Source: an optimization exercise on an open RTL-to-GDS flow (aim: small area, a short achievable clock period and few clock cycles). Production flows keep margins and buffers that such runs may drop.
Where RTL was checked, it was by simulation tests only, not by an equivalence proof against the original.
Only the layout flow was run in run 5; the RTL was not checked for function there.
No run shown here takes its clock network from TritonCTS; it comes from the design's own scripts or RTL.
No driver is modelled on the clock port, so clock power and skew are understated where the tree is cut down; a real chip needs a root buffer or a tree.
Power and IR drop assume default switching activity.

**flow/config.mk**
```make
export PLATFORM = sky130hd
export DESIGN_NAME = axi4_lite_system
export DESIGN_NICKNAME = axi4_lite_system
export VERILOG_FILES = /design/flow/design.v
export SDC_FILE = /design/flow/constraint.sdc
export NUM_CORES = 4
export LEC_CHECK = 0
export CAP_MARGIN = 20
export CORE_MARGIN = 2
export CORE_UTILIZATION = 65
export PLACE_DENSITY = 0.85
export SLEW_MARGIN = 20
export SYNTH_HIERARCHICAL = 1
export SYNTH_MINIMUM_KEEP_SIZE = 0
```
**flow/constraint.sdc**
```tcl
create_clock -name core_clock -period 3.0 [get_ports {clk}]
set_input_delay 0.6000 -clock core_clock [delete_from_list [all_inputs] [get_ports {clk}]]
set_output_delay 0.6000 -clock core_clock [all_outputs]
set_load 0.01 [all_outputs]
```
**flow/design.v**
```verilog
module axi4_lite_system (
    input  wire        clk,
    input  wire        resetn,
    input  wire        usr_write_req,
    input  wire        usr_read_req,
    input  wire [31:0] usr_araddr,
    input  wire [31:0] usr_awaddr,
    input  wire [31:0] usr_wdata,
    input  wire [3:0]  usr_wstrb,
    output wire [31:0] usr_rdata,
    output wire        usr_wr_busy,
    output wire        usr_wr_done,
    output wire [1:0]  usr_wr_resp,
    output wire        usr_rd_busy,
    output wire        usr_rd_done,
    output wire [1:0]  usr_rd_resp
);
    reg [31:0] slv_reg0, slv_reg1, slv_reg2, slv_reg3;
    reg [31:0] rdata;
    reg        wr_done, rd_done;
    reg        wr_err, rd_err;
    wire aw_ok = (usr_awaddr[1:0] == 2'b00);
    wire [31:0] wdata_r = usr_wdata & {32{resetn}};
    wire [3:0]  aw_lo_zero;
    wire [3:0]  aw_reg;
    wire [3:0]  req_strb;
    wire [15:0] lane_en;
    axi_dec2 u_aw_dec (.a0(usr_awaddr[2]), .a1(usr_awaddr[3]), .d(aw_reg));
    genvar r, b;
    generate
        for (b = 0; b < 4; b = b + 1) begin : g_strb
            axi_and2 u_req_strb (.a(usr_write_req), .b(usr_wstrb[b]), .y(req_strb[b]));
        end
        for (r = 0; r < 4; r = r + 1) begin : g_reg
            axi_nor2 u_aw_lo (.a(usr_awaddr[0]), .b(usr_awaddr[1]), .y(aw_lo_zero[r]));
            for (b = 0; b < 4; b = b + 1) begin : g_lane
                axi_lane u_lane (.ok(aw_lo_zero[r]), .sel(aw_reg[r]), .strb(req_strb[b]),
                                 .resetn(resetn), .en(lane_en[4*r+b]));
            end
        end
    endgenerate
    always @(posedge clk) begin
        if (lane_en[0])  slv_reg0[7:0]   <= wdata_r[7:0];
        if (lane_en[1])  slv_reg0[15:8]  <= wdata_r[15:8];
        if (lane_en[2])  slv_reg0[23:16] <= wdata_r[23:16];
        if (lane_en[3])  slv_reg0[31:24] <= wdata_r[31:24];
        if (lane_en[4])  slv_reg1[7:0]   <= wdata_r[7:0];
        if (lane_en[5])  slv_reg1[15:8]  <= wdata_r[15:8];
        if (lane_en[6])  slv_reg1[23:16] <= wdata_r[23:16];
        if (lane_en[7])  slv_reg1[31:24] <= wdata_r[31:24];
        if (lane_en[8])  slv_reg2[7:0]   <= wdata_r[7:0];
        if (lane_en[9])  slv_reg2[15:8]  <= wdata_r[15:8];
        if (lane_en[10]) slv_reg2[23:16] <= wdata_r[23:16];
        if (lane_en[11]) slv_reg2[31:24] <= wdata_r[31:24];
        if (lane_en[12]) slv_reg3[7:0]   <= wdata_r[7:0];
        if (lane_en[13]) slv_reg3[15:8]  <= wdata_r[15:8];
        if (lane_en[14]) slv_reg3[23:16] <= wdata_r[23:16];
        if (lane_en[15]) slv_reg3[31:24] <= wdata_r[31:24];
    end
    wire [15:0] rsel;
    wire [3:0]  ar_ok, ar_bad;
    wire        ar_valid = ar_ok[0];
    wire [31:0] rdata_d;
    genvar i;
    generate
        for (i = 0; i < 4; i = i + 1) begin : g_rsel
            axi_dec2 u_dec (.a0(usr_araddr[2]), .a1(usr_araddr[3]), .d(rsel[4*i +: 4]));
            axi_nor2 u_ok  (.a(usr_araddr[1]), .b(usr_araddr[0]), .y(ar_ok[i]));
            axi_or2  u_bad (.a(usr_araddr[1]), .b(usr_araddr[0]), .y(ar_bad[i]));
        end
        for (i = 0; i < 32; i = i + 1) begin : g_rbit
            axi_rbit #(.BAD(((32'hDEADDEAD >> i) & 1) != 0)) u_rbit (
                .sel(rsel[4*(i/8) +: 4]), .ok(ar_ok[i/8]), .bad(ar_bad[i/8]),
                .r({slv_reg3[i], slv_reg2[i], slv_reg1[i], slv_reg0[i]}),
                .d(rdata_d[i]));
        end
    endgenerate
    always @(posedge clk) rdata <= rdata_d;
    always @(posedge clk) begin
        wr_err <= ~aw_ok;
        rd_err <= ~ar_valid;
    end
    always @(posedge clk) begin
        wr_done <= usr_write_req & resetn;
        rd_done <= usr_read_req & resetn;
    end
    assign usr_rdata   = rdata;
    assign usr_wr_busy = wr_done;
    assign usr_wr_done = wr_done;
    assign usr_wr_resp = {2{wr_err}};
    assign usr_rd_busy = rd_done;
    assign usr_rd_done = rd_done;
    assign usr_rd_resp = {2{rd_err}};
endmodule
module axi_nor2 (input wire a, input wire b, output wire y);
    assign y = ~(a | b);
endmodule
module axi_dec2 (input wire a0, input wire a1, output wire [3:0] d);
    assign d[0] = ~a1 & ~a0;
    assign d[1] = ~a1 &  a0;
    assign d[2] =  a1 & ~a0;
    assign d[3] =  a1 &  a0;
endmodule
module axi_and2 (input wire a, input wire b, output wire y);
    assign y = a & b;
endmodule
module axi_lane (input wire ok, input wire sel, input wire strb, input wire resetn,
                 output wire en);
    assign en = ~resetn | (ok & sel & strb);
endmodule
module axi_or2 (input wire a, input wire b, output wire y);
    assign y = a | b;
endmodule
module axi_rbit #(parameter BAD = 1'b0) (
    input  wire [3:0] sel,
    input  wire       ok,
    input  wire       bad,
    input  wire [3:0] r,
    output wire       d
);
    wire lo, hi;
    axi_aoi22 u_lo (.a1(sel[0]), .a2(r[0]), .b1(sel[1]), .b2(r[1]), .y(lo));
    axi_aoi22 u_hi (.a1(sel[2]), .a2(r[2]), .b1(sel[3]), .b2(r[3]), .y(hi));
    generate
        if (BAD) begin : g_one
            assign d = ~(lo & hi & ok);
        end else begin : g_zero
            assign d = ~((lo & hi) | bad);
        end
    endgenerate
endmodule
module axi_aoi22 (input wire a1, input wire a2, input wire b1, input wire b2, output wire y);
    assign y = ~((a1 & a2) | (b1 & b2));
endmodule
```
**flow/flow/run.sh**
```bash
#!/bin/bash
# Own layout flow: the standard ORFS flow (standard.sh, standard synthesis
# unchanged) with these changes, all made through ORFS's documented hook
# scripts and variables:
#  - ports are buffered with the smallest buffer (buf_1);
#  - after floorplan, every combinational cell from synthesis is set to its
#    smallest drive strength (downsize.tcl), so that only cells on slow paths
#    are sized up later;
#  - the clock tree is built by hand (mycts.tcl) in place of TritonCTS: the
#    clock port drives CLK_NROOT root buffers, which drive CLK_NBUF leaf
#    buffers, each driving one cluster of flip-flops (k-means on position).
#    Every flip-flop is exactly two buffers from the port (a balanced tree);
#  - after the clock tree (post_cts.tcl): output-port buffers are set to
#    OUT_BUF and flip-flops that drive two output buffers to OUT_FF_MULTI;
#    then repair_timing sizes up cells on the input-side paths that are
#    slower than the output paths plus MY_MARGIN_DELTA ns.
# Each tool's output is in orfs/logs/ (one log per step, as ORFS writes
# them); make's own output goes to flow_make.log.
#    Then an area recovery pass (MY_RECOVER) sets each cell, largest first,
#    to the smallest size that keeps the input-side slack where repair left it.
set -euo pipefail
HERE=$(pwd)
export BUFFER_PORTS_ARGS="-buffer_cell sky130_fd_sc_hd__buf_1"
export POST_FLOORPLAN_TCL=$HERE/flow/downsize.tcl
export PRE_CTS_TCL=$HERE/flow/mycts.tcl
export POST_CTS_TCL=$HERE/flow/post_cts.tcl
export CLK_NBUF=6
export CLK_NROOT=3
export CLK_ROOT_BUF=sky130_fd_sc_hd__buf_12
export CLK_BUF=sky130_fd_sc_hd__buf_12
export MY_MARGIN_DELTA=0.3
export OUT_FF_MULTI=sky130_fd_sc_hd__dfxtp_2
export OUT_BUF=sky130_fd_sc_hd__buf_2
export MY_SEQUENCE=sizeup
export MY_RECOVER=1
bash standard.sh finish > flow_make.log 2>&1
```
**flow/flow/downsize.tcl**
```tcl
# Set every combinational cell from synthesis to the smallest drive strength of
# its kind (same function, e.g. nor4_4 -> nor4_1). Synthesis sizes cells for a
# guessed load; the later repair steps size up again where the placed design
# needs it. Flip-flops are left as they are.
set dont_use {}
if {[info exists ::env(DONT_USE_CELLS)]} { set dont_use $::env(DONT_USE_CELLS) }
set db [ord::get_db]
set masters {}
foreach lib [$db getLibs] { foreach m [$lib getMasters] { lappend masters $m } }
# smallest master per base name
array set best {}
foreach m $masters {
  set name [$m getName]
  if {![regexp {^(sky130_fd_sc_hd__[a-z0-9]+?)_([0-9]+)$} $name -> base drive]} continue
  set skip 0
  foreach pat $dont_use { if {[string match $pat $name]} { set skip 1 } }
  if {$skip} continue
  set area [expr {[$m getWidth] * [$m getHeight]}]
  if {![info exists best($base)] || $area < [lindex $best($base) 1]} { set best($base) [list $name $area] }
}
set n 0
foreach inst [[ord::get_db_block] getInsts] {
  set name [[$inst getMaster] getName]
  if {![regexp {^(sky130_fd_sc_hd__[a-z0-9]+?)_([0-9]+)$} $name -> base drive]} continue
  if {[regexp {__(df|edf|sdf|dl|tap|fill|decap|clkbuf|conb)} $name]} continue
  if {![info exists best($base)]} continue
  set to [lindex $best($base) 0]
  if {$to ne $name} {
    replace_cell [$inst getName] $to
    incr n
  }
}
puts "downsize: $n cells set to their smallest size"
```
**flow/flow/mycts.tcl**
```tcl
# Hand-built clock tree, sourced before clock_tree_synthesis, which it then
# stands in for. The flip-flops are split into CLK_NBUF clusters by position
# (k-means with balanced sizes); each cluster gets one leaf buffer (CLK_BUF)
# at its centre. With CLK_NROOT set, the clock port drives CLK_NROOT root
# buffers (CLK_ROOT_BUF), each driving a group of leaf buffers, so every
# flip-flop is exactly two buffers from the port; otherwise the port drives
# the leaf buffers directly. Either way the tree is balanced: all flip-flops
# see the same number and kind of buffers.
set nbuf [expr {[info exists ::env(CLK_NBUF)] ? $::env(CLK_NBUF) : 4}]
set bufm [expr {[info exists ::env(CLK_BUF)] ? $::env(CLK_BUF) : "sky130_fd_sc_hd__clkbuf_16"}]
set block [ord::get_db_block]
set clknet [$block findNet clk]
set sinks {}
foreach it [$clknet getITerms] {
  set inst [$it getInst]
  lappend sinks [list $inst [$it getMTerm] [lindex [$inst getLocation] 0] [lindex [$inst getLocation] 1]]
}
set n [llength $sinks]
puts "mycts: $n sinks, $nbuf x $bufm"
# k-means, seeded by sorting on x then y bands
set cx {}; set cy {}
set xs [lsort -real [lmap s $sinks {lindex $s 2}]]
set ys [lsort -real [lmap s $sinks {lindex $s 3}]]
set g [expr {int(ceil(sqrt($nbuf)))}]
for {set k 0} {$k < $nbuf} {incr k} {
  set i [expr {$k % $g}]; set j [expr {$k / $g}]
  lappend cx [lindex $xs [expr {int(($i + 0.5) * $n / $g)}]]
  lappend cy [lindex $ys [expr {int(($j + 0.5) * $n / (($nbuf + $g - 1) / $g))}]]
}
set cap [expr {int(ceil(double($n) / $nbuf)) + 2}]
for {set iter 0} {$iter < 30} {incr iter} {
  # balanced assignment: greedy by distance with a size cap per cluster
  set pairs {}
  set idx 0
  foreach s $sinks {
    for {set k 0} {$k < $nbuf} {incr k} {
      set d [expr {abs([lindex $s 2] - [lindex $cx $k]) + abs([lindex $s 3] - [lindex $cy $k])}]
      lappend pairs [list $d $idx $k]
    }
    incr idx
  }
  set pairs [lsort -real -index 0 $pairs]
  set assign [lrepeat $n -1]
  set cnt [lrepeat $nbuf 0]
  foreach p $pairs {
    lassign $p d i k
    if {[lindex $assign $i] >= 0} continue
    if {[lindex $cnt $k] >= $cap} continue
    lset assign $i $k
    lset cnt $k [expr {[lindex $cnt $k] + 1}]
  }
  set sx [lrepeat $nbuf 0.0]; set sy [lrepeat $nbuf 0.0]
  for {set i 0} {$i < $n} {incr i} {
    set k [lindex $assign $i]
    lset sx $k [expr {[lindex $sx $k] + [lindex $sinks $i 2]}]
    lset sy $k [expr {[lindex $sy $k] + [lindex $sinks $i 3]}]
  }
  for {set k 0} {$k < $nbuf} {incr k} {
    if {[lindex $cnt $k] > 0} {
      lset cx $k [expr {[lindex $sx $k] / [lindex $cnt $k]}]
      lset cy $k [expr {[lindex $sy $k] / [lindex $cnt $k]}]
    }
  }
}
puts "mycts: cluster sizes $cnt"
set master [[ord::get_db] findMaster $bufm]
# With CLK_NROOT set, the port drives CLK_NROOT root buffers (CLK_ROOT_BUF),
# each of which drives a group of the leaf buffers above: two buffers from the
# port to every flip-flop.
set nroot [expr {[info exists ::env(CLK_NROOT)] ? $::env(CLK_NROOT) : 0}]
set leafsrc [lrepeat $nbuf $clknet]
if {$nroot > 0} {
  set rootm [[ord::get_db] findMaster $::env(CLK_ROOT_BUF)]
  # leaves sorted by angle-free position: split by x then y into nroot groups
  set order [lsort -real -index 1 [lmap k [lsearch -all $cnt *] {list $k [lindex $cx $k] [lindex $cy $k]}]]
  set per [expr {int(ceil(double($nbuf) / $nroot))}]
  for {set g 0} {$g < $nroot} {incr g} {
    set members [lrange $order [expr {$g * $per}] [expr {($g + 1) * $per - 1}]]
    if {![llength $members]} continue
    set mx 0.0; set my 0.0
    foreach m $members { set mx [expr {$mx + [lindex $m 1]}]; set my [expr {$my + [lindex $m 2]}] }
    set rinst [odb::dbInst_create $block $rootm "clkroot_my_$g"]
    set rnet [odb::dbNet_create $block "clkrootnet_my_$g"]
    $rnet setSigType CLOCK
    [$rinst findITerm A] connect $clknet
    [$rinst findITerm X] connect $rnet
    $rinst setLocation [expr {int($mx / [llength $members])}] [expr {int($my / [llength $members])}]
    $rinst setPlacementStatus PLACED
    foreach m $members { lset leafsrc [lindex $m 0] $rnet }
  }
}
for {set k 0} {$k < $nbuf} {incr k} {
  set inst [odb::dbInst_create $block $master "clkbuf_my_$k"]
  set net [odb::dbNet_create $block "clknet_my_$k"]
  $net setSigType CLOCK
  [$inst findITerm A] connect [lindex $leafsrc $k]
  [$inst findITerm X] connect $net
  $inst setLocation [expr {int([lindex $cx $k])}] [expr {int([lindex $cy $k])}]
  $inst setPlacementStatus PLACED
  lappend bufnets $net
}
for {set i 0} {$i < $n} {incr i} {
  set s [lindex $sinks $i]
  set it [[lindex $s 0] getITerm [lindex $s 1]]
  $it disconnect
  $it connect [lindex $bufnets [lindex $assign $i]]
}
# stand in for the tool's clock tree synthesis
rename clock_tree_synthesis ""
proc clock_tree_synthesis {args} { puts "mycts: clock_tree_synthesis skipped" }
```
**flow/flow/post_cts.tcl**
```tcl
set_propagated_clock [all_clocks]
set out_insts {}
foreach bterm [[ord::get_db_block] getBTerms] {
  if {[$bterm getIoType] ne "OUTPUT"} continue
  foreach it [[$bterm getNet] getITerms] {
    if {![$it isOutputSignal]} continue
    set buf [$it getInst]
    if {[info exists ::env(OUT_BUF)] && [string match "*buf_*" [[$buf getMaster] getName]]} {
      replace_cell [$buf getName] $::env(OUT_BUF)
    }
    lappend out_insts $buf
    foreach bit [$buf getITerms] {
      if {![$bit isInputSignal]} continue
      foreach dit [[$bit getNet] getITerms] {
        if {[$dit isOutputSignal]} { lappend out_insts [$dit getInst] }
      }
    }
  }
}
# A flip-flop that drives more than one output buffer (with OUT_FF_ALL set,
# any flip-flop that drives an output buffer) gets OUT_FF_MULTI.
set out_insts [lsort -unique $out_insts]
if {[info exists ::env(OUT_FF_MULTI)]} {
  foreach inst $out_insts {
    if {![string match "*dfxtp_1" [[$inst getMaster] getName]]} continue
    set n 0
    foreach it [$inst getITerms] {
      if {[$it isOutputSignal]} { set n [expr {[llength [[$it getNet] getITerms]] - 1}] }
    }
    if {$n > 1 || [info exists ::env(OUT_FF_ALL)]} {
      replace_cell [$inst getName] $::env(OUT_FF_MULTI)
      puts "post_cts: [$inst getName] drives $n, set to $::env(OUT_FF_MULTI)"
    }
  }
}
set out_cells {}
foreach inst $out_insts {
  lappend out_cells [get_cells [string map {[ \[ ] \]} [$inst getName]]]
}
puts "post_cts: [llength $out_cells] output-side cells held"
if {[info exists ::env(MY_MARGIN_DELTA)]} {
  estimate_parasitics -placement
  puts "post_cts: before ws [worst_slack -max] area [rsz::design_area]"
  # The output paths set the period; size up only the input-side paths that
  # are slower than them (plus MY_MARGIN_DELTA ns).
  set out_path [find_timing_paths -to [all_outputs] -sort_by_slack -group_path_count 1]
  set margin [expr {[get_property $out_path slack] + $::env(MY_MARGIN_DELTA)}]
  puts "post_cts: output paths' slack [get_property $out_path slack], margin $margin"
  set_dont_touch $out_cells
  repair_timing -setup -setup_margin $margin -sequence $::env(MY_SEQUENCE) -skip_last_gasp
  puts "post_cts: after repair ws [worst_slack -max] area [rsz::design_area]"
  if {[info exists ::env(MY_RECOVER)]} {
    # Area recovery: walk the cells from the largest down and set each to the
    # smallest size of its kind that keeps the slack into the flip-flops at
    # or above where the repair left it (capped at the margin).
    proc in_ws {} {
      set p [find_timing_paths -to [all_registers -data_pins] -sort_by_slack -group_path_count 1]
      return [get_property $p slack]
    }
    estimate_parasitics -placement
    set floor [expr {min($margin, [in_ws])}]
    set held {}
    foreach c $out_cells { dict set held [get_full_name $c] 1 }
    set cands {}
    foreach inst [[ord::get_db_block] getInsts] {
      set m [[$inst getMaster] getName]
      if {![regexp {^(sky130_fd_sc_hd__[a-z0-9]+?)_([0-9]+)$} $m -> base drive]} continue
      if {[regexp {__(df|edf|sdf|dl|tap|fill|decap|clkbuf|conb)} $m]} continue
      if {[string match "clk*_my_*" [$inst getName]]} continue
      if {[dict exists $held [$inst getName]]} continue
      lappend cands [list [expr {[[$inst getMaster] getWidth] * [[$inst getMaster] getHeight]}] $inst $base]
    }
    set sizes {}
    foreach lib [[ord::get_db] getLibs] {
      foreach mm [$lib getMasters] {
        if {[regexp {^(sky130_fd_sc_hd__[a-z0-9]+?)_([0-9]+)$} [$mm getName] -> b d]} {
          dict lappend sizes $b [list [expr {[$mm getWidth] * [$mm getHeight]}] [$mm getName]]
        }
      }
    }
    set dont_use {}
    if {[info exists ::env(DONT_USE_CELLS)]} { set dont_use $::env(DONT_USE_CELLS) }
    set n 0
    foreach c [lsort -real -decreasing -index 0 $cands] {
      lassign $c area inst base
      set name [$inst getName]
      set cur [[$inst getMaster] getName]
      foreach s [lsort -real -index 0 [dict get $sizes $base]] {
        lassign $s a to
        if {$a >= $area} break
        set skip 0
        foreach pat $dont_use { if {[string match $pat $to]} { set skip 1 } }
        if {$skip} continue
        replace_cell $name $to
        estimate_parasitics -placement
        if {[in_ws] >= $floor} { incr n; break }
        replace_cell $name $cur
        estimate_parasitics -placement
      }
    }
    puts "post_cts: recovery resized $n cells; input-side ws [in_ws] (floor $floor)"
  }
  unset_dont_touch $out_cells
  estimate_parasitics -placement
  puts "post_cts: after ws [worst_slack -max] area [rsz::design_area]"
}
detailed_placement
```
**flow/standard.sh**
```bash
#!/bin/bash
# synth_recipe.tcl (not shown) runs the flow's synth.tcl, then flattens the netlist and writes it again
# the make line also repeats each setting of config.mk as NAME=value (left out here)
make -C /OpenROAD-flow-scripts/flow DESIGN_CONFIG=/design/flow/config.mk WORK_HOME=/design/flow/orfs CLKGATE_MAP_FILE= SYNTH_SCRIPT=/design/flow/synth_recipe.tcl "${@:-finish}"
```
==> out/qor.yml, run 1 <==
status:
  outcome: "finished clean"
logic_synthesis:
  synth_edf_count: 128
  synth_common_cells: "sky130_fd_sc_hd__edfxtp_1 (128), sky130_fd_sc_hd__a22oi_2 (64), sky130_fd_sc_hd__and2_2 (39)"
  synth_ff_type: "sky130_fd_sc_hd__edfxtp_1"
  yosys-top-cells-area: "sky130_fd_sc_hd__edfxtp_1 (62%), sky130_fd_sc_hd__a22oi_2 (13%), sky130_fd_sc_hd__dfxtp_1 (12%), sky130_fd_sc_hd__and2_2 (4.7%), sky130_fd_sc_hd__nand3_1 (3.0%)"
  share_of_cell_area_taken_by_muxes_after_synthesis_pct: 0
  ys_ff_latch: 164
  yosys.area_share.simple_pct: 11.6
  synth_adder_area_share_pct: 0
  synth_xor_area_share_pct: 0
  yosys.area.top_type_share_pct: 61.6
  asyncSetResetFlopFracSynth_pct: 0
  postSynthCellCount: 373
  synth_area_mm2: 0.00624
  synth_top_family_by_area: "compound AO/OA/AOI/OAI gates"
  synth.yosys.warnings: 7
  synthesis.area_per_instance_um2: 16.7
  most_used_standard_cell_by_instance_count_after_synthesis: "sky130_fd_sc_hd__edfxtp_1"
  yosysSeqAreaShare_pct: 73.2
  net_count_after_synthesis: 477
  synth_compound_area_share_pct: 14.2
  yosysTopAreaCell: "sky130_fd_sc_hd__edfxtp_1"
  count_of_different_cell_masters_after_synthesis: 16
layout:
  fin_cells: 590
  layout-drive-gt1-share_pct: 23.9
  areaGrowthSynthToFinish_pct: 8.56
  design_area_mm2: 0.00677
  fillCellCount: 604
  final_nets: 567
  num_antenna_cells: 0
  final_core_util_pct: 73.0
drt:
  detail_route.vias_per_cell: 5.97
  wire_per_inst_um: 20.0
  top_layer: "met4"
  num_vias: 3520
  drt_iter0_drc: 322
  totalWireLength_mm: 11.8
  detailroute.wirelength.met2_mm: 5.99
  drtAntennaViolNets: 0
  post-route-drc-count: 0
  routedLengthMet1_mm: 4.59
  drtPass1Iterations: 5
  route.met3.wl_um: 957
power:
  power.ir.vdd_worst_uv: 553
  power_frac_comb_pct: 8.3
  power_leakage_uw: 0.00229
  netSwitchingPower_uw: 859
  power_density_mw_per_mm2: 605
  p_int_uw: 3240
  p_sw_share_pct: 21.0
  power.share.sequential_pct: 65.6
  clockPowerShare_pct: 26.1
sta:
  worst_slew_margin_rel_pct: 69.1
  rsz_0062_raised_after_global_routing: "no"
  finalWorstSetupSlack_ns: 1.66
  final-setup-viol-count: 0
  hold_viol: 0
  clock_skew_ns: 0.0167
  min_tclk_post_route_ns: 1.34
  sum_of_negative_setup_slack_ns: 0
  final_max_slew_viol_count: 0
  timing_worst_slew_pin_value_ns: 0.461
  post-route-period-util_pct: 44.6
  fmax_mhz: 748
critical_path:
  critPathArrivalTime_ns: 1.27
  critical_path_top_delay_cell: "sky130_fd_sc_hd__nand2_2"
  setup.worst_path.end_class: "flip-flop"
  path_max_fanout: 8
  path_class: "primary input to flip-flop"
  timing.critical_path.from_type: "primary input"
  crit_family: "simple AND/OR/NAND/NOR gates"
  timing.critical_path.cells: "buf_4 -> and2_2 -> nand3_1 -> nand2_2"
  timing.reg2reg.setup_slack_ns: 2.09
  critPathMaxStageDelay_ns: 0.23
  worst_ep_required_time_ns: 2.93
  path_buf_inv: 1
grt:
  largest_net_degree_at_the_start_of_global_routing: 31
  grt.total_usage_pct: 22.4
  global_route_wire_length_before_repair_mm: 17.9
  antenna_violations_before_repair: 0
  grt-ovfl-total: 0
  number_of_global_route_vias_before_repair: 3404
place:
  routabilityCongestion: 0.813
  cell_total_after_placement: 581
  hpwl_mm: 7.34
  placed_cell_area_mm2: 0.00626
  dp_worst_setup_slack_ns: 0.824
  placement.io_buffers: 87
floorplanning:
  rows: 35
  die_area_mm2: 0.0104
  floorplan.die.width_um: 102
  io-pin-count: 144
  starting_density_of_the_core_pct: 67.2
  core_region_area_mm2: 0.00928
  die_extent_in_y_um: 102
clock_tree:
  clk_latency_ns: 0.25
  clk_pin_slew_worst_paths_ns: 0.11
hold_path:
  worstHoldPathType: "flip-flop to flip-flop"
run:
  max-cap-violations: 0
-- sequential cells by signal, indices dropped and copies added, names as in the netlist --
signal and cells:
wr_err 1, wr_done 1, slv_reg3 32, rdata 32, slv_reg1 32, slv_reg0 32, rd_err 1, rd_done 1
slv_reg2 32
-- cell families after synthesis --
group / Yosys count
DFF: 164
and+or+nand+nor: 125
AOI/OAI and AO/OA: 74
buffers and inverters: 10
-- per-module statistics from Yosys, one instance, submodules excluded, a selection --
module            times used  cell area [µm²]  cells inside  flip-flops and latches
axi4_lite_system           1             4890           209                     164
axi_and2                   4             6.26             1                       0
axi_aoi22                 64             12.5             1                       0
axi_dec2                   5             26.3             4                       0
axi_lane                  16             8.76             2                       0
axi_nor2                   8             3.75             1                       0
axi_or2                    4             6.26             1                       0
-- layout by cell type, fill, tap and decap left out, types with 10 or more instances in the layout --
master,n
sky130_fd_sc_hd__and2_0,26
sky130_fd_sc_hd__a21oi_1,10
sky130_fd_sc_hd__and2_1,11
sky130_fd_sc_hd__buf_2,41
sky130_fd_sc_hd__a22oi_1,64
sky130_fd_sc_hd__edfxtp_1,128
sky130_fd_sc_hd__nand3_1,34
sky130_fd_sc_hd__dfxtp_1,32
sky130_fd_sc_hd__buf_12,11
sky130_fd_sc_hd__nand2_2,10
sky130_fd_sc_hd__buf_1,37
-- layout make-up --
cell class | count | area (µm²) | share of cell area [%]
Multi-Input combinational cell | 199 | 1400 | 20.6
Tap cell | 129 | 161 | 2.38
Buffer | 9 | 180 | 2.66
Timing Repair Buffer | 88 | 464 | 6.85
Inverter | 1 | 3.75 | 0.0554
Sequential cell | 164 | 4570 | 67.5
-- power by group through the flow --
stage | combinational, µW | clock, µW | sequential, µW
after floorplan | 220 | 0 | 2760
after global placement | 274 | 0 | 2730
after detailed placement | 285 | 0 | 2740
after global routing | 371 | 1160 | 2700
final | 339 | 1070 | 2690
-- worst reg2reg max path, stage by stage (launching register included) --
cell and delay [ns]:
sky130_fd_sc_hd__edfxtp_1 0.40, sky130_fd_sc_hd__a22oi_1 0.24, sky130_fd_sc_hd__nand3_1 0.13
-- stage by stage --
stage	hold WS (ns)	power (µW)
floorplan	0.444	2980
finish	0.462	4100
global placement	0.445	3000
global route	0.490	4230
detailed placement	0.449	3030
-- per-layer routing --
metal	global-route usage (%)	vias to the layer above
met5	0	-
met4	5.33	0
met3	1.57	24
met2	38.1	183
met1	32.5	1708
li1	-	1605
-- worst paths after layout --
path	from	end	cells past startpoint
setup reg to reg	slv_reg2[14]$_DFFE_PP_	rdata[14]$_DFF_P_	2
setup / recovery	usr_awaddr[3]	slv_reg3[10]$_DFFE_PP_	4
hold / removal	slv_reg3[15]$_DFFE_PP_	rdata[15]$_DFF_P_	2
hold reg to reg	slv_reg3[15]$_DFFE_PP_	rdata[15]$_DFF_P_	2
Testbench counts, summed over its fixed seeds: cycles 2,400.
==> run 2, diff against run 1 <==
--- a/flow/flow/run.sh
+++ b/flow/flow/run.sh
@@ -16,6 +16,6 @@
 #    slower than the output paths plus MY_MARGIN_DELTA ns.
+#    Then an area recovery pass (MY_RECOVER) sets each cell, largest first,
+#    to the smallest size that keeps the input-side slack where repair left it.
 # Each tool's output is in orfs/logs/ (one log per step, as ORFS writes
 # them); make's own output goes to flow_make.log.
-#    Then an area recovery pass (MY_RECOVER) sets each cell, largest first,
-#    to the smallest size that keeps the input-side slack where repair left it.
 set -euo pipefail
==> out/qor.yml, run 2 <==
status:
  outcome: "finished clean"  # unchanged
grt:
  global_route.usage.met2_pct: 38.1  # unchanged
  use_met3_pct: 1.57  # unchanged
  antenna_violations_before_repair: 0  # unchanged
  number_of_global_route_vias_before_repair: 3404  # unchanged
  global_route_wire_length_before_repair_mm: 17.9  # unchanged
  grt-ovfl-total: 0  # unchanged
  grt.total_usage_pct: 22.4  # unchanged
  largest_net_degree_at_the_start_of_global_routing: 31  # unchanged
  globalRouteMet1Util_pct: 32.5  # unchanged
  grt_most_used_layer: "met2"  # unchanged
floorplanning:
  die_extent_in_y_um: 102  # unchanged
  rows: 35  # unchanged
  floorplan.die.width_um: 102  # unchanged
  starting_density_of_the_core_pct: 67.2  # unchanged
  io-pin-count: 144  # unchanged
  core_region_area_mm2: 0.00928  # unchanged
  die_area_mm2: 0.0104  # unchanged
logic_synthesis:
  yosys.area.top_type_share_pct: 61.6  # unchanged
  yosysSeqAreaShare_pct: 73.2  # unchanged
  synth_edf_count: 128  # unchanged
  yosys-top-cells-area: "sky130_fd_sc_hd__edfxtp_1 (62%), sky130_fd_sc_hd__a22oi_2 (13%), sky130_fd_sc_hd__dfxtp_1 (12%), sky130_fd_sc_hd__and2_2 (4.7%), sky130_fd_sc_hd__nand3_1 (3.0%)"  # unchanged
  postSynthCellCount: 373  # unchanged
  most_used_standard_cell_by_instance_count_after_synthesis: "sky130_fd_sc_hd__edfxtp_1"  # unchanged
  synth_area_mm2: 0.00624  # unchanged
  synth_ff_type: "sky130_fd_sc_hd__edfxtp_1"  # unchanged
  net_count_after_synthesis: 477  # unchanged
  ys_ff_latch: 164  # unchanged
  yosysTopAreaCell: "sky130_fd_sc_hd__edfxtp_1"  # unchanged
  synthesis.area_per_instance_um2: 16.7  # unchanged
  synth.yosys.warnings: 7  # unchanged
  synth_common_cells: "sky130_fd_sc_hd__edfxtp_1 (128), sky130_fd_sc_hd__a22oi_2 (64), sky130_fd_sc_hd__and2_2 (39)"  # unchanged
  asyncSetResetFlopFracSynth_pct: 0  # unchanged
  count_of_different_cell_masters_after_synthesis: 16  # unchanged
drt:
  wire_per_inst_um: 20.0  # unchanged
  drt_iter0_drc: 322  # unchanged
  drtAntennaViolNets: 0  # unchanged
  totalWireLength_mm: 11.8  # unchanged
  post-route-drc-count: 0  # unchanged
  drtPass1Iterations: 5  # unchanged
  num_vias: 3520  # unchanged
  detail_route.vias_per_cell: 5.97  # unchanged
place:
  hpwl_mm: 7.34  # unchanged
  routabilityCongestion: 0.813  # unchanged
  placement.io_buffers: 87  # unchanged
critical_path:
  critPathArrivalTime_ns: 1.27  # about the same
  path_class: "primary input to flip-flop"  # unchanged
  timing.reg2reg.setup_slack_ns: 2.09  # about the same
  path_max_fanout: 8  # unchanged
  worst_ep_required_time_ns: 2.93  # about the same
  setup.worst_path.end_class: "flip-flop"  # unchanged
  timing.critical_path.from_type: "primary input"  # unchanged
power:
  power.ir.vdd_worst_uv: 553  # unchanged
  power_leakage_uw: 0.00229  # unchanged
  power_density_mw_per_mm2: 605  # unchanged
sta:
  clock_skew_ns: 0.0167  # unchanged
  post-route-period-util_pct: 44.6  # unchanged
  timing_worst_slew_pin_value_ns: 0.461  # unchanged
  rsz_0062_raised_after_global_routing: "no"  # unchanged
  min_tclk_post_route_ns: 1.34  # unchanged
  fmax_mhz: 748  # unchanged
  final-setup-viol-count: 0  # unchanged
  final_max_slew_viol_count: 0  # unchanged
  sum_of_negative_setup_slack_ns: 0  # unchanged
  hold_viol: 0  # unchanged
  worst_slew_margin_rel_pct: 69.1  # unchanged
layout:
  layout.cells.most_common: "sky130_fd_sc_hd__edfxtp_1"  # unchanged
  layout-drive-gt1-share_pct: 23.9  # unchanged
  final_core_util_pct: 73.0  # unchanged
  layout_common_cells: "sky130_fd_sc_hd__edfxtp_1 (128), sky130_fd_sc_hd__a22oi_1 (64), sky130_fd_sc_hd__buf_2 (41), sky130_fd_sc_hd__buf_1 (37), sky130_fd_sc_hd__nand3_1 (34)"  # unchanged
  num_antenna_cells: 0  # unchanged
  areaGrowthSynthToFinish_pct: 8.56  # unchanged
  final_nets: 567  # unchanged
run:
  max-cap-violations: 0  # unchanged
clock_tree:
  clk_latency_ns: 0.25  # about the same
  clk_pin_slew_worst_paths_ns: 0.11  # about the same
hold_path:
  worstHoldPathType: "flip-flop to flip-flop"  # unchanged
[run 2: metrics by stage]
| step | hold slack, ns | setup WS (ns) | power, µW | area [µm²] | std cells |
|---|---|---|---|---|---|
| 6_report | 0.462 | 1.66 | 4100 | 6770 | 590 |
| 5_1_grt | 0.490 | 1.60 | 4230 | 6770 | 590 |
| 3_5_place_dp | 0.449 | 0.824 | 3030 | 6260 | 581 |
| 3_3_place_gp | 0.445 | 0.882 | 3000 | 6260 | 581 |
| 2_1_floorplan | 0.444 | 1.52 | 2980 | 6240 | 373 |
[run 2: path summary, 6_finish.rpt]
check	end	cells past startpoint	start
max	slv_reg3[10]$_DFFE_PP_	4	usr_awaddr[3]
min	rdata[15]$_DFF_P_	2	slv_reg3[15]$_DFFE_PP_
max reg2reg	rdata[14]$_DFF_P_	2	slv_reg2[14]$_DFFE_PP_
min reg2reg	rdata[15]$_DFF_P_	2	slv_reg3[15]$_DFFE_PP_
[run 2: routing by layer]
layer,share of wire (%),vias to the layer above
met5,0,-
met4,2.2,0
met3,8.1,24
met2,51,183
met1,39,1708
li1,-,1605
[run 2: cells by family after synthesis]
group	synth area share, %
AO/OA/AOI/OAI	14.2
buffers and inverters	1.02
flip-flops	73.2
AND/OR/NAND/NOR	11.6
[run 2: worst max-delay path, cell delays in order]
cell and delay, ns:
sky130_fd_sc_hd__buf_4 0.12, sky130_fd_sc_hd__and2_2 0.20, sky130_fd_sc_hd__nand3_1 0.11, sky130_fd_sc_hd__nand2_2 0.23
[run 2: per-module statistics from Yosys (local to each module, per instance), a selection]
module            copies in the design  cell area (µm²)
axi_and2                             4             6.26
axi_aoi22                           64             12.5
axi4_lite_system                     1             4890
axi_dec2                             5             26.3
axi_or2                              4             6.26
axi_nor2                             8             3.75
axi_lane                            16             8.76
[run 2: area by class of cell]
| class | count | area [µm²] |
|---|---|---|
| plain buffers | 9 | 180 |
| multi-input cells | 199 | 1400 |
| well taps | 129 | 161 |
| repair buffers | 88 | 464 |
| fillers | 604 | 2510 |
| inverters | 1 | 3.75 |
| flip-flops and latches | 164 | 4570 |
[run 2: report_power, final]
part | leakage (µW) | switching (µW) | internal [µW]
Sequential | 0.00153 | 50.1 | 2640
Clock | 0.0000846 | 595 | 476
Combinational | 0.000672 | 214 | 124
Total | 0.00229 | 859 | 3240
==> run 3, diff against run 2 <==
--- a/flow/config.mk
+++ b/flow/config.mk
@@ -10,3 +10,3 @@
 export CORE_UTILIZATION = 65
-export PLACE_DENSITY = 0.85
+export PLACE_DENSITY = 0.7
 export SLEW_MARGIN = 20
==> out/qor.yml, run 3 <==
place:
  dp_worst_setup_slack_ns: 0.856  # was 0.824 ns
  placement.io_buffers: 87  # unchanged
  hpwl_mm: 7.04  # was 7.34 mm
  routabilityCongestion: 0.734  # was 0.813
drt:
  wire_per_inst_um: 18.5  # was 20.0 µm
  drtAntennaViolNets: 0  # unchanged
  totalWireLength_mm: 10.9  # was 11.8 mm
  routedLengthMet1_mm: 4.68  # was 4.59 mm
  post-route-drc-count: 0  # unchanged
  top_layer: "met4"  # unchanged
  detailroute.wirelength.met2_mm: 5.68  # was 5.99 mm
  drt_iter0_drc: 154  # was 322
  num_vias: 3339  # was 3520
  drtPass1Iterations: 4  # was 5
  detail_route.vias_per_cell: 5.66  # was 5.97
  route.met3.wl_um: 409  # was 957 µm
critical_path:
  critical_path_top_delay_cell: "sky130_fd_sc_hd__dfxtp_2"  # was sky130_fd_sc_hd__nand2_2
  timing.critical_path.from_type: "flip-flop"  # was primary input
  critPathArrivalTime_ns: 0.72  # was 1.27 ns
  worst_ep_required_time_ns: 2.40  # was 2.93 ns
  setup.worst_path.end_class: "output pin"  # was flip-flop
  worst_r2r_startpoint: "slv_reg2[24]$_DFFE_PP_"  # was slv_reg2[14]$_DFFE_PP_
  path_class: "flip-flop to output pin"  # was primary input to flip-flop
  path_max_fanout: 2  # was 8
  worst-r2r-cell-count: 2  # unchanged
  path_buf_inv: 1  # unchanged
  timing.reg2reg.setup_slack_ns: 2.17  # was 2.09 ns
  crit_family: "flip-flops"  # was simple AND/OR/NAND/NOR gates
  reg2reg_to: "rdata[24]$_DFF_P_"  # was rdata[14]$_DFF_P_
  critPathMaxStageDelay_ns: 0.35  # was 0.23 ns
  timing.critical_path.cells: "buf_2"  # was buf_4 -> and2_2 -> nand3_1 -> nand2_2
floorplanning:
  core_region_area_mm2: 0.00928  # unchanged
  rows: 35  # unchanged
  die_area_mm2: 0.0104  # unchanged
  io-pin-count: 144  # unchanged
  starting_density_of_the_core_pct: 67.2  # unchanged
  floorplan.die.width_um: 102  # unchanged
  die_extent_in_y_um: 102  # unchanged
hold_path:
  hold_path_cells: 2  # unchanged
  end_point_of_the_worst_hold_path: "rdata[26]$_DFF_P_"  # was rdata[15]$_DFF_P_
  worstHoldPathType: "flip-flop to flip-flop"  # unchanged
  hp-start: "slv_reg3[26]$_DFFE_PP_"  # was slv_reg3[15]$_DFFE_PP_
sta:
  sum_of_negative_setup_slack_ns: 0  # unchanged
  min_tclk_post_route_ns: 1.32  # was 1.34 ns
  timing_worst_slew_pin_value_ns: 0.511  # was 0.461 ns
  rsz_0062_raised_after_global_routing: "no"  # unchanged
  fmax_mhz: 758  # was 748 MHz
  final_max_slew_viol_count: 0  # unchanged
  finalWorstSetupSlack_ns: 1.68  # was 1.66 ns
  final-setup-viol-count: 0  # unchanged
  post-route-period-util_pct: 44.0  # was 44.6%
  hold_viol: 0  # unchanged
  clock_skew_ns: 0.0160  # was 0.0167 ns
  worst_slew_margin_rel_pct: 65.8  # was 69.1%
logic_synthesis:
  count_of_different_cell_masters_after_synthesis: 16  # unchanged
  synth_area_mm2: 0.00624  # unchanged
  yosysTopAreaCell: "sky130_fd_sc_hd__edfxtp_1"  # unchanged
  synthesis.area_per_instance_um2: 16.7  # unchanged
  synth_common_cells: "sky130_fd_sc_hd__edfxtp_1 (128), sky130_fd_sc_hd__a22oi_2 (64), sky130_fd_sc_hd__and2_2 (39)"  # unchanged
  ys_ff_latch: 164  # unchanged
  asyncSetResetFlopFracSynth_pct: 0  # unchanged
  yosysSeqAreaShare_pct: 73.2  # unchanged
  synth_ff_type: "sky130_fd_sc_hd__edfxtp_1"  # unchanged
  net_count_after_synthesis: 477  # unchanged
  yosys-top-cells-area: "sky130_fd_sc_hd__edfxtp_1 (62%), sky130_fd_sc_hd__a22oi_2 (13%), sky130_fd_sc_hd__dfxtp_1 (12%), sky130_fd_sc_hd__and2_2 (4.7%), sky130_fd_sc_hd__nand3_1 (3.0%)"  # unchanged
  synth.yosys.warnings: 7  # unchanged
  yosys.area.top_type_share_pct: 61.6  # unchanged
  most_used_standard_cell_by_instance_count_after_synthesis: "sky130_fd_sc_hd__edfxtp_1"  # unchanged
  postSynthCellCount: 373  # unchanged
  synth_edf_count: 128  # unchanged
run:
  max-cap-violations: 0  # unchanged
power:
  power.ir.vdd_worst_uv: 633  # was 553 µV
  total_power_uw: 4080  # was 4100 µW
  power_density_mw_per_mm2: 599  # was 605 mW/mm²
  power_leakage_uw: 0.00232  # was 0.00229 µW
grt:
  antenna_violations_before_repair: 0  # unchanged
  number_of_global_route_vias_before_repair: 3283  # was 3404
  largest_net_degree_at_the_start_of_global_routing: 31  # unchanged
  grt.total_usage_pct: 20.9  # was 22.4%
  grt-ovfl-total: 0  # unchanged
  global_route_wire_length_before_repair_mm: 16.6  # was 17.9 mm
layout:
  num_antenna_cells: 0  # unchanged
  fillCellCount: 643  # was 604
  areaGrowthSynthToFinish_pct: 9.26  # was 8.56%
  layout.cells.most_common: "sky130_fd_sc_hd__edfxtp_1"  # unchanged
  final_core_util_pct: 73.4  # was 73.0%
  final_nets: 567  # unchanged
  layout-drive-gt1-share_pct: 25.4  # was 23.9%
  layout_common_cells: "sky130_fd_sc_hd__edfxtp_1 (128), sky130_fd_sc_hd__a22oi_1 (64), sky130_fd_sc_hd__buf_2 (41), sky130_fd_sc_hd__buf_1 (36), sky130_fd_sc_hd__nand3_1 (34)"  # was sky130_fd_sc_hd__edfxtp_1 (128), sky130_fd_sc_hd__a22oi_1 (64), sky130_fd_sc_hd__buf_2 (41), sky130_fd_sc_hd__buf_1 (37), sky130_fd_sc_hd__nand3_1 (34)
clock_tree:
  clk_pin_slew_worst_paths_ns: 0.11  # about the same
  clk_latency_ns: 0.25  # about the same
status:
  outcome: "finished clean"  # unchanged
run 3: cell counts after synthesis:
Identical to the previous run, type by type.
run 3: per-stage QoR:
stage / cells / hold slack [ns] / cell area, µm²
floorplan: 373 / 0.444 / 6240
global route: 590 / 0.495 / 6820
detailed placement: 581 / 0.454 / 6260
finish: 590 / 0.471 / 6820
global placement: 581 / 0.445 / 6260
run 3: modules after synthesis, one instance, submodules excluded, a selection:
module / cells / times used
axi_and2: 1 / 4
axi_dec2: 4 / 5
axi4_lite_system: 209 / 1
axi_nor2: 1 / 8
axi_or2: 1 / 4
axi_lane: 2 / 16
axi_aoi22: 1 / 64
run 3: worst reg2reg max path: stages, from the launching register on:
cell and delay [ns]:
sky130_fd_sc_hd__edfxtp_1 0.41, sky130_fd_sc_hd__a22oi_1 0.20, sky130_fd_sc_hd__a21oi_1 0.10
run 3: per-layer routing:
| metal | track usage (%) | up-vias |
|---|---|---|
| met5 | 0 | - |
| met4 | 3.90 | 0 |
| met3 | 1.57 | 12 |
| met2 | 37.1 | 81 |
| met1 | 29.1 | 1633 |
| li1 | - | 1613 |
run 3: worst max-delay path by stage:
stage                            end            start  slack, ns  cells after the start
3_3_place_gp        rdata[6]$_DFF_P_    usr_araddr[2]       0.87                      4
3_5_place_dp       rdata[13]$_DFF_P_    usr_araddr[2]       0.86                      4
2_1_floorplan      rdata[17]$_DFF_P_    usr_araddr[2]       1.52                      3
5_1_grt        slv_reg3[2]$_DFFE_PP_    usr_awaddr[3]       1.64                      4
6_report                 usr_wr_done  wr_done$_DFF_P_       1.68                      1
run 3: layout make-up:
class	instances	area, µm²	area share, %
flip-flops and latches	164	4570	67.0
inverters	1	3.75	0.0551
multi-input cells	199	1440	21.2
well taps	129	161	2.37
plain buffers	9	180	2.64
repair buffers	88	459	6.74
run 3: kinds of logic (layout without fill, tap and decap cells):
family	count (synthesis)	count (layout)	share of synthesized area (%)
AOI/OAI and AO/OA	74	74	14.2
DFF	164	164	73.2
and+or+nand+nor	125	125	11.6
buffers and inverters	10	98	1.02
run 3: power breakdown:
group / switching (µW) / internal [µW]
clock: 587 / 476
combinational: 209 / 126
sequential: 46.2 / 2640
==> run 4, diff against run 3 <==
--- a/flow/config.mk
+++ b/flow/config.mk
@@ -10,3 +10,3 @@
 export CORE_UTILIZATION = 65
-export PLACE_DENSITY = 0.7
+export PLACE_DENSITY = 0.95
 export SLEW_MARGIN = 20
==> out/qor.yml, run 4 <==
sta:
  sum_of_negative_setup_slack_ns: 0  # unchanged
  post-route-period-util_pct: 45.3  # was 44.0%
  final_max_slew_viol_count: 0  # unchanged
  rsz_0062_raised_after_global_routing: "no"  # unchanged
  worst_slew_margin_rel_pct: 66.2  # was 65.8%
  final-setup-viol-count: 0  # unchanged
  min_tclk_post_route_ns: 1.36  # was 1.32 ns
  clock_skew_ns: 0.0270  # was 0.0160 ns
  hold_viol: 0  # unchanged
  fmax_mhz: 736  # was 758 MHz
  timing_worst_slew_pin_value_ns: 0.506  # was 0.511 ns
grt:
  grt-ovfl-total: 0  # unchanged
  global_route_wire_length_before_repair_mm: 19.9  # was 16.6 mm
  grt.total_usage_pct: 25.1  # was 20.9%
  number_of_global_route_vias_before_repair: 3586  # was 3283
  largest_net_degree_at_the_start_of_global_routing: 31  # unchanged
  antenna_violations_before_repair: 0  # unchanged
floorplanning:
  core_region_area_mm2: 0.00928  # unchanged
  starting_density_of_the_core_pct: 67.2  # unchanged
  rows: 35  # unchanged
  die_area_mm2: 0.0104  # unchanged
  io-pin-count: 144  # unchanged
  floorplan.die.width_um: 102  # unchanged
  die_extent_in_y_um: 102  # unchanged
power:
  power_density_mw_per_mm2: 603  # was 599 mW/mm²
  power_leakage_uw: 0.00232  # about the same
  power.ir.vdd_worst_uv: 648  # was 633 µV
  total_power_uw: 4120  # was 4080 µW
logic_synthesis:
  yosysSeqAreaShare_pct: 73.2  # unchanged
  asyncSetResetFlopFracSynth_pct: 0  # unchanged
  synthesis.area_per_instance_um2: 16.7  # unchanged
  yosysTopAreaCell: "sky130_fd_sc_hd__edfxtp_1"  # unchanged
  net_count_after_synthesis: 477  # unchanged
  yosys-top-cells-area: "sky130_fd_sc_hd__edfxtp_1 (62%), sky130_fd_sc_hd__a22oi_2 (13%), sky130_fd_sc_hd__dfxtp_1 (12%), sky130_fd_sc_hd__and2_2 (4.7%), sky130_fd_sc_hd__nand3_1 (3.0%)"  # unchanged
  most_used_standard_cell_by_instance_count_after_synthesis: "sky130_fd_sc_hd__edfxtp_1"  # unchanged
  synth.yosys.warnings: 7  # unchanged
  synth_ff_type: "sky130_fd_sc_hd__edfxtp_1"  # unchanged
  ys_ff_latch: 164  # unchanged
  yosys.area.top_type_share_pct: 61.6  # unchanged
  synth_area_mm2: 0.00624  # unchanged
  count_of_different_cell_masters_after_synthesis: 16  # unchanged
  synth_edf_count: 128  # unchanged
  postSynthCellCount: 373  # unchanged
  synth_common_cells: "sky130_fd_sc_hd__edfxtp_1 (128), sky130_fd_sc_hd__a22oi_2 (64), sky130_fd_sc_hd__and2_2 (39)"  # unchanged
critical_path:
  timing.critical_path.from_type: "primary input"  # was flip-flop
  critPathMaxStageDelay_ns: 0.22  # was 0.35 ns
  path_class: "primary input to flip-flop"  # was flip-flop to output pin
  timing.critical_path.cells: "buf_1 -> and2_2 -> nand3_1 -> nand2_4"  # was buf_2
  setup.worst_path.end_class: "flip-flop"  # was output pin
  path_max_fanout: 8  # was 2
  critPathArrivalTime_ns: 1.29  # was 0.72 ns
  critical_path_top_delay_cell: "sky130_fd_sc_hd__and2_2"  # was sky130_fd_sc_hd__dfxtp_2
  worst_ep_required_time_ns: 2.93  # was 2.40 ns
  worstSetupStartpoint: "usr_wstrb[3]"  # was wr_done$_DFF_P_
  worst_r2r_startpoint: "slv_reg2[10]$_DFFE_PP_"  # was slv_reg2[24]$_DFFE_PP_
place:
  routabilityCongestion: 0.763  # was 0.734
  placement.io_buffers: 87  # unchanged
  hpwl_mm: 7.69  # was 7.04 mm
drt:
  wire_per_inst_um: 21.9  # was 18.5 µm
  post-route-drc-count: 0  # unchanged
  drt_iter0_drc: 386  # was 154
  drtPass1Iterations: 5  # was 4
  detail_route.vias_per_cell: 6.21  # was 5.66
  totalWireLength_mm: 12.9  # was 10.9 mm
  num_vias: 3661  # was 3339
  drtAntennaViolNets: 0  # unchanged
layout:
  layout.cells.most_common: "sky130_fd_sc_hd__edfxtp_1"  # unchanged
  layout_common_cells: "sky130_fd_sc_hd__edfxtp_1 (128), sky130_fd_sc_hd__a22oi_1 (64), sky130_fd_sc_hd__buf_2 (40), sky130_fd_sc_hd__buf_1 (37)"  # was sky130_fd_sc_hd__edfxtp_1 (128), sky130_fd_sc_hd__a22oi_1 (64), sky130_fd_sc_hd__buf_2 (41), sky130_fd_sc_hd__buf_1 (36), sky130_fd_sc_hd__nand3_1 (34)
  layout-drive-gt1-share_pct: 25.6  # was 25.4%
  areaGrowthSynthToFinish_pct: 9.50  # was 9.26%
  fillCellCount: 556  # was 643
  num_antenna_cells: 0  # unchanged
  final_nets: 567  # unchanged
hold_path:
  hp-start: "slv_reg3[21]$_DFFE_PP_"  # was slv_reg3[26]$_DFFE_PP_
  worstHoldPathType: "flip-flop to flip-flop"  # unchanged
clock_tree:
  clk_pin_slew_worst_paths_ns: 0.09  # was 0.11 ns
  clk_latency_ns: 0.25  # about the same
run:
  max-cap-violations: 0  # unchanged
status:
  outcome: "finished clean"  # unchanged
==> run 4: cells by family (layout without fill, tap and decap cells) <==
family	count (synthesis)	after routing	share of synthesized area [%]
DFF	164	164	73.2
buffers and inverters	10	98	1.02
AOI/OAI and AO/OA	74	74	14.2
and+or+nand+nor	125	125	11.6
==> run 4: cell type report <==
type	instances	area, µm²	share of cell area [%]
multi-input combinational	199	1460	21.4
sequential	164	4570	66.9
tap	129	161	2.36
buffer	9	180	2.64
timing repair buffer	88	455	6.67
inverter	1	3.75	0.0549
==> run 4: per-module statistics from Yosys, one instance, submodules excluded, excerpt <==
| module | flip-flops and latches | area, µm² |
|---|---|---|
| axi4_lite_system | 164 | 4890 |
| axi_dec2 | 0 | 26.3 |
| axi_aoi22 | 0 | 12.5 |
| axi_lane | 0 | 8.76 |
| axi_and2 | 0 | 6.26 |
| axi_or2 | 0 | 6.26 |
| axi_nor2 | 0 | 3.75 |
==> run 4: critical path, delay by kind of cell <==
family / cells / cell delay (ns)
buffers and inverters: 1 / 0.10
and+or+nand+nor: 3 / 0.58
==> run 4: through the flow <==
stage | setup slack (ns) | instances | util [%] | area, µm² | hold slack [ns]
2_1_floorplan | 1.52 | 373 | - | 6240 | 0.444
3_3_place_gp | 0.936 | 581 | 67.5 | 6260 | 0.445
3_5_place_dp | 0.867 | 581 | 67.5 | 6260 | 0.450
5_1_grt | 1.62 | 590 | 73.6 | 6830 | 0.500
6_report | 1.64 | 590 | 73.6 | 6830 | 0.481
==> run 4: metal layers <==
layer / vias up / routed length, µm / track usage, %
li1: 1603 / - / -
met1: 1775 / 4710 / 33.4
met2: 243 / 6590 / 43.6
met3: 40 / 1140 / 3.49
met4: 0 / 487 / 7.59
met5: - / 0 / 0
==> run 4: final timing paths <==
kind,to,slack (ns),cells after the start
hold / removal,rdata[21]$_DFF_P_,0.48,2
hold reg to reg,rdata[21]$_DFF_P_,0.48,2
setup reg to reg,rdata[10]$_DFF_P_,2.08,2
setup / recovery,slv_reg1[26]$_DFFE_PP_,1.64,4
==> run 4: report_power, final <==
| part | internal [µW] | switching, µW | total [µW] |
|---|---|---|---|
| Sequential | 2640 | 55.9 | 2700 |
| Clock | 477 | 594 | 1070 |
| Combinational | 128 | 224 | 352 |
==> run 5, diff against run 4 <==
--- a/flow/design.v
+++ b/flow/design.v
@@ -24,6 +24,4 @@
     wire [3:0]  aw_lo_zero;
-    wire [3:0]  aw_reg;
     wire [3:0]  req_strb;
     wire [15:0] lane_en;
-    axi_dec2 u_aw_dec (.a0(usr_awaddr[2]), .a1(usr_awaddr[3]), .d(aw_reg));
     genvar r, b;
@@ -36,4 +34,4 @@
             for (b = 0; b < 4; b = b + 1) begin : g_lane
-                axi_lane u_lane (.ok(aw_lo_zero[r]), .sel(aw_reg[r]), .strb(req_strb[b]),
-                                 .resetn(resetn), .en(lane_en[4*r+b]));
+                axi_lane #(.REG(r)) u_lane (.ok(aw_lo_zero[r]), .a(usr_awaddr[3:2]),
+                                 .strb(req_strb[b]), .resetn(resetn), .en(lane_en[4*r+b]));
             end
@@ -106,5 +104,10 @@
 endmodule
-module axi_lane (input wire ok, input wire sel, input wire strb, input wire resetn,
-                 output wire en);
-    assign en = ~resetn | (ok & sel & strb);
+module axi_lane #(parameter REG = 0) (
+    input  wire       ok,
+    input  wire [1:0] a,
+    input  wire       strb,
+    input  wire       resetn,
+    output wire       en
+);
+    assign en = ~resetn | (ok & strb & (a == REG));
 endmodule
--- a/flow/config.mk
+++ b/flow/config.mk
@@ -10,3 +10,3 @@
 export CORE_UTILIZATION = 65
-export PLACE_DENSITY = 0.95
+export PLACE_DENSITY = 0.85
 export SLEW_MARGIN = 20
==> out/qor.yml, run 5 <==
power:
  p_sw_share_pct: 20.8  # was 21.2%
  power_density_mw_per_mm2: 609  # was 603 mW/mm²
  power.ir.vdd_worst_uv: 509  # was 648 µV
  power_leakage_uw: 0.00226  # was 0.00232 µW
  p_int_uw: 3230  # was 3240 µW
  power_frac_comb_pct: 8.0  # was 8.6%
  power.share.sequential_pct: 65.9  # was 65.4%
  clockPowerShare_pct: 26.2  # was 26.0%
  netSwitchingPower_uw: 851  # was 875 µW
drt:
  detail_route.vias_per_cell: 5.92  # was 6.21
  wire_per_inst_um: 19.6  # was 21.9 µm
  drtAntennaViolNets: 0  # unchanged
  num_vias: 3494  # was 3661
  drtPass1Iterations: 5  # unchanged
  post-route-drc-count: 0  # unchanged
  drt_iter0_drc: 270  # was 386
  totalWireLength_mm: 11.6  # was 12.9 mm
floorplanning:
  floorplan.die.width_um: 102  # about the same
  die_area_mm2: 0.0105  # was 0.0104 mm²
  die_extent_in_y_um: 102  # about the same
  core_region_area_mm2: 0.00933  # was 0.00928 mm²
  starting_density_of_the_core_pct: 67.3  # was 67.2%
  rows: 35  # unchanged
  io-pin-count: 144  # unchanged
layout:
  fillCellCount: 611  # was 556
  layout-drive-gt1-share_pct: 22.1  # was 25.6%
  final_nets: 567  # unchanged
  layout_common_cells: "sky130_fd_sc_hd__edfxtp_1 (128), sky130_fd_sc_hd__a22oi_1 (62), sky130_fd_sc_hd__buf_2 (40), sky130_fd_sc_hd__buf_1 (37), sky130_fd_sc_hd__and2_0 (33)"  # was sky130_fd_sc_hd__edfxtp_1 (128), sky130_fd_sc_hd__a22oi_1 (64), sky130_fd_sc_hd__buf_2 (40), sky130_fd_sc_hd__buf_1 (37)
  final_core_util_pct: 71.9  # was 73.6%
  num_antenna_cells: 0  # unchanged
  areaGrowthSynthToFinish_pct: 6.82  # was 9.50%
  layout.cells.most_common: "sky130_fd_sc_hd__edfxtp_1"  # unchanged
grt:
  grt.total_usage_pct: 22.2  # was 25.1%
  largest_net_degree_at_the_start_of_global_routing: 31  # unchanged
  grt-ovfl-total: 0  # unchanged
  antenna_violations_before_repair: 0  # unchanged
  number_of_global_route_vias_before_repair: 3458  # was 3586
  global_route_wire_length_before_repair_mm: 17.7  # was 19.9 mm
sta:
  hold_viol: 0  # unchanged
  post-route-period-util_pct: 48.7  # was 45.3%
  final-setup-viol-count: 0  # unchanged
  fmax_mhz: 685  # was 736 MHz
  finalWorstSetupSlack_ns: 1.54  # was 1.64 ns
  final_max_slew_viol_count: 0  # unchanged
  worst_slew_margin_rel_pct: 66.1  # was 66.2%
  clock_skew_ns: 0.0235  # was 0.0270 ns
  rsz_0062_raised_after_global_routing: "no"  # unchanged
  min_tclk_post_route_ns: 1.46  # was 1.36 ns
  timing_worst_slew_pin_value_ns: 0.507  # was 0.506 ns
  sum_of_negative_setup_slack_ns: 0  # unchanged
logic_synthesis:
  synth_area_mm2: 0.00628  # was 0.00624 mm²
  asyncSetResetFlopFracSynth_pct: 0  # unchanged
  net_count_after_synthesis: 473  # was 477
  synthesis.area_per_instance_um2: 17.0  # was 16.7 µm²
  synth_common_cells: "sky130_fd_sc_hd__edfxtp_1 (128), sky130_fd_sc_hd__a22oi_2 (64), sky130_fd_sc_hd__and2_2 (38)"  # was sky130_fd_sc_hd__edfxtp_1 (128), sky130_fd_sc_hd__a22oi_2 (64), sky130_fd_sc_hd__and2_2 (39)
  most_used_standard_cell_by_instance_count_after_synthesis: "sky130_fd_sc_hd__edfxtp_1"  # unchanged
  yosysSeqAreaShare_pct: 72.7  # was 73.2%
  postSynthCellCount: 369  # was 373
  ys_ff_latch: 164  # unchanged
  synth_edf_count: 128  # unchanged
  count_of_different_cell_masters_after_synthesis: 19  # was 16
  synth.yosys.warnings: 7  # unchanged
  synth_ff_type: "sky130_fd_sc_hd__edfxtp_1"  # unchanged
  yosys-top-cells-area: "sky130_fd_sc_hd__edfxtp_1 (61%), sky130_fd_sc_hd__a22oi_2 (13%), sky130_fd_sc_hd__dfxtp_1 (11%), sky130_fd_sc_hd__and2_2 (4.5%), sky130_fd_sc_hd__nand3_1 (1.8%)"  # was sky130_fd_sc_hd__edfxtp_1 (62%), sky130_fd_sc_hd__a22oi_2 (13%), sky130_fd_sc_hd__dfxtp_1 (12%), sky130_fd_sc_hd__and2_2 (4.7%), sky130_fd_sc_hd__nand3_1 (3.0%)
  yosys.area.top_type_share_pct: 61.2  # was 61.6%
  yosysTopAreaCell: "sky130_fd_sc_hd__edfxtp_1"  # unchanged
run:
  max-cap-violations: 0  # unchanged
critical_path:
  worst_ep_required_time_ns: 2.96  # was 2.93 ns
  worstSetupStartpoint: "usr_awaddr[1]"  # was usr_wstrb[3]
  crit_family: "buffers and inverters"  # was simple AND/OR/NAND/NOR gates
  timing.critical_path.from_type: "primary input"  # unchanged
  path_buf_inv: 2  # was 1
  critPathMaxStageDelay_ns: 0.23  # was 0.22 ns
  path_class: "primary input to flip-flop"  # unchanged
  timing.critical_path.cells: "buf_12 -> nor2_4 -> nand2_1 -> o31ai_1 -> buf_4"  # was buf_1 -> and2_2 -> nand3_1 -> nand2_4
  critical_path_top_delay_cell: "sky130_fd_sc_hd__buf_4"  # was sky130_fd_sc_hd__and2_2
  critPathArrivalTime_ns: 1.42  # was 1.29 ns
  worst_r2r_startpoint: "slv_reg0[9]$_DFFE_PP_"  # was slv_reg2[10]$_DFFE_PP_
  path_max_fanout: 8  # unchanged
  setup.worst_path.end_class: "flip-flop"  # unchanged
clock_tree:
  clk_latency_ns: 0.24  # was 0.25 ns
  clk_pin_slew_worst_paths_ns: 0.11  # was 0.09 ns
status:
  outcome: "finished clean"  # unchanged
place:
  hpwl_mm: 7.55  # was 7.69 mm
  routabilityCongestion: 0.761  # was 0.763
  placement.io_buffers: 87  # unchanged
  dp_worst_setup_slack_ns: 0.852  # was 0.867 ns
hold_path:
  hp-start: "slv_reg3[2]$_DFFE_PP_"  # was slv_reg3[21]$_DFFE_PP_
  worstHoldPathType: "flip-flop to flip-flop"  # unchanged
[run 5: path summary, 6_finish.rpt]
kind,endpoint,slack [ns],cells after the start
worst min register to register,rdata[2]$_DFF_P_,0.47,2
worst max register to register,rdata[9]$_DFF_P_,2.16,2
worst min-delay path,rdata[2]$_DFF_P_,0.47,2
worst max-delay path,slv_reg0[30]$_DFFE_PP_,1.54,5
[run 5: power groups by stage]
stage / Sequential (µW) / Clock, µW / Combinational, µW
2_1_floorplan: 2760 / 0 / 219
3_3_place_gp: 2730 / 0 / 279
3_5_place_dp: 2740 / 0 / 293
5_1_grt: 2710 / 1150 / 356
6_report: 2690 / 1070 / 326
[run 5: layout make-up]
class | count | area (µm²) | area share (%)
buffer | 9 | 180 | 2.69
inverter | 1 | 3.75 | 0.0560
tap | 129 | 161 | 2.41
timing repair buffer | 92 | 465 | 6.94
sequential | 164 | 4570 | 68.1
multi-input combinational | 195 | 1330 | 19.8
[run 5: kinds of logic after synthesis]
family                 count (synthesis)  synth area share, %
AO/OA/AOI/OAI                         78                 14.9
buffers and inverters                 10                 1.02
flip-flops                           164                 72.7
AND/OR/NAND/NOR                      117                 11.3
[run 5: worst register-to-register path, cell delays in order (launching register included)]
cell and delay (ns):
sky130_fd_sc_hd__edfxtp_1 0.37, sky130_fd_sc_hd__a22oi_1 0.19, sky130_fd_sc_hd__nand3_1 0.14
[run 5: modules after synthesis (local to each module, per instance), a selection]
module | cells inside | copies in the design
axi4_lite_system | 209 | 1
axi_and2 | 1 | 4
axi_dec2 | 4 | 4
axi_aoi22 | 1 | 64
axi_nor2 | 1 | 8
axi_or2 | 1 | 4
[run 5: per-layer routing]
layer,global-route usage [%],vias up,wire (µm)
met2,40.3,157,6060
met3,2.33,22,823
li1,-,1622,-
met1,28.8,1693,4480
met5,0,-,0
met4,5.85,0,228
[run 5: through the flow]
stage / cells / hold WS [ns] / total power, µW / cell area [µm²]
6_report: 590 / 0.469 / 4090 / 6710
5_1_grt: 590 / 0.492 / 4210 / 6710
3_5_place_dp: 581 / 0.447 / 3030 / 6310
3_3_place_gp: 581 / 0.446 / 3010 / 6310
2_1_floorplan: 369 / 0.444 / 2980 / 6280

[what the ideal ports hide]
How much do the figures lean on ideal ports? The routed layouts below were timed once more, with nothing changed but the port constraints.
Step 1 assumes that a clkbuf_16 drives the clock port and a buf_2 every other input.
Step 2 moves the port delays by t, midway between the first and last clock arrival at a register: inputs arrive t later, outputs are due t later. That takes back most of the time a late clock gives input paths.
Three values: ideal ports, drivers, drivers and shift; two values: the first two.
run	t (ns)	slack for setup (ns)	clock arrival spread, ns	worst register clock-pin slew, ns	cell pins on the clock port's net
run 1	0.305	1.663 / 1.607 / 1.362	0.021 / 0.021	0.11 / 0.11	3
run 2	0.305	1.663 / 1.607 / 1.362	0.021 / 0.021	0.11 / 0.11	3
run 3	0.304	1.681 / 1.615 / 1.400	0.018 / 0.018	0.11 / 0.11	3
run 4	0.307	1.641 / 1.594 / 1.366	0.028 / 0.028	0.11 / 0.11	3
run 5	0.305	1.539 / 1.562 / 1.256	0.027 / 0.027	0.11 / 0.11	3
After both steps setup and hold are still met in every run listed.
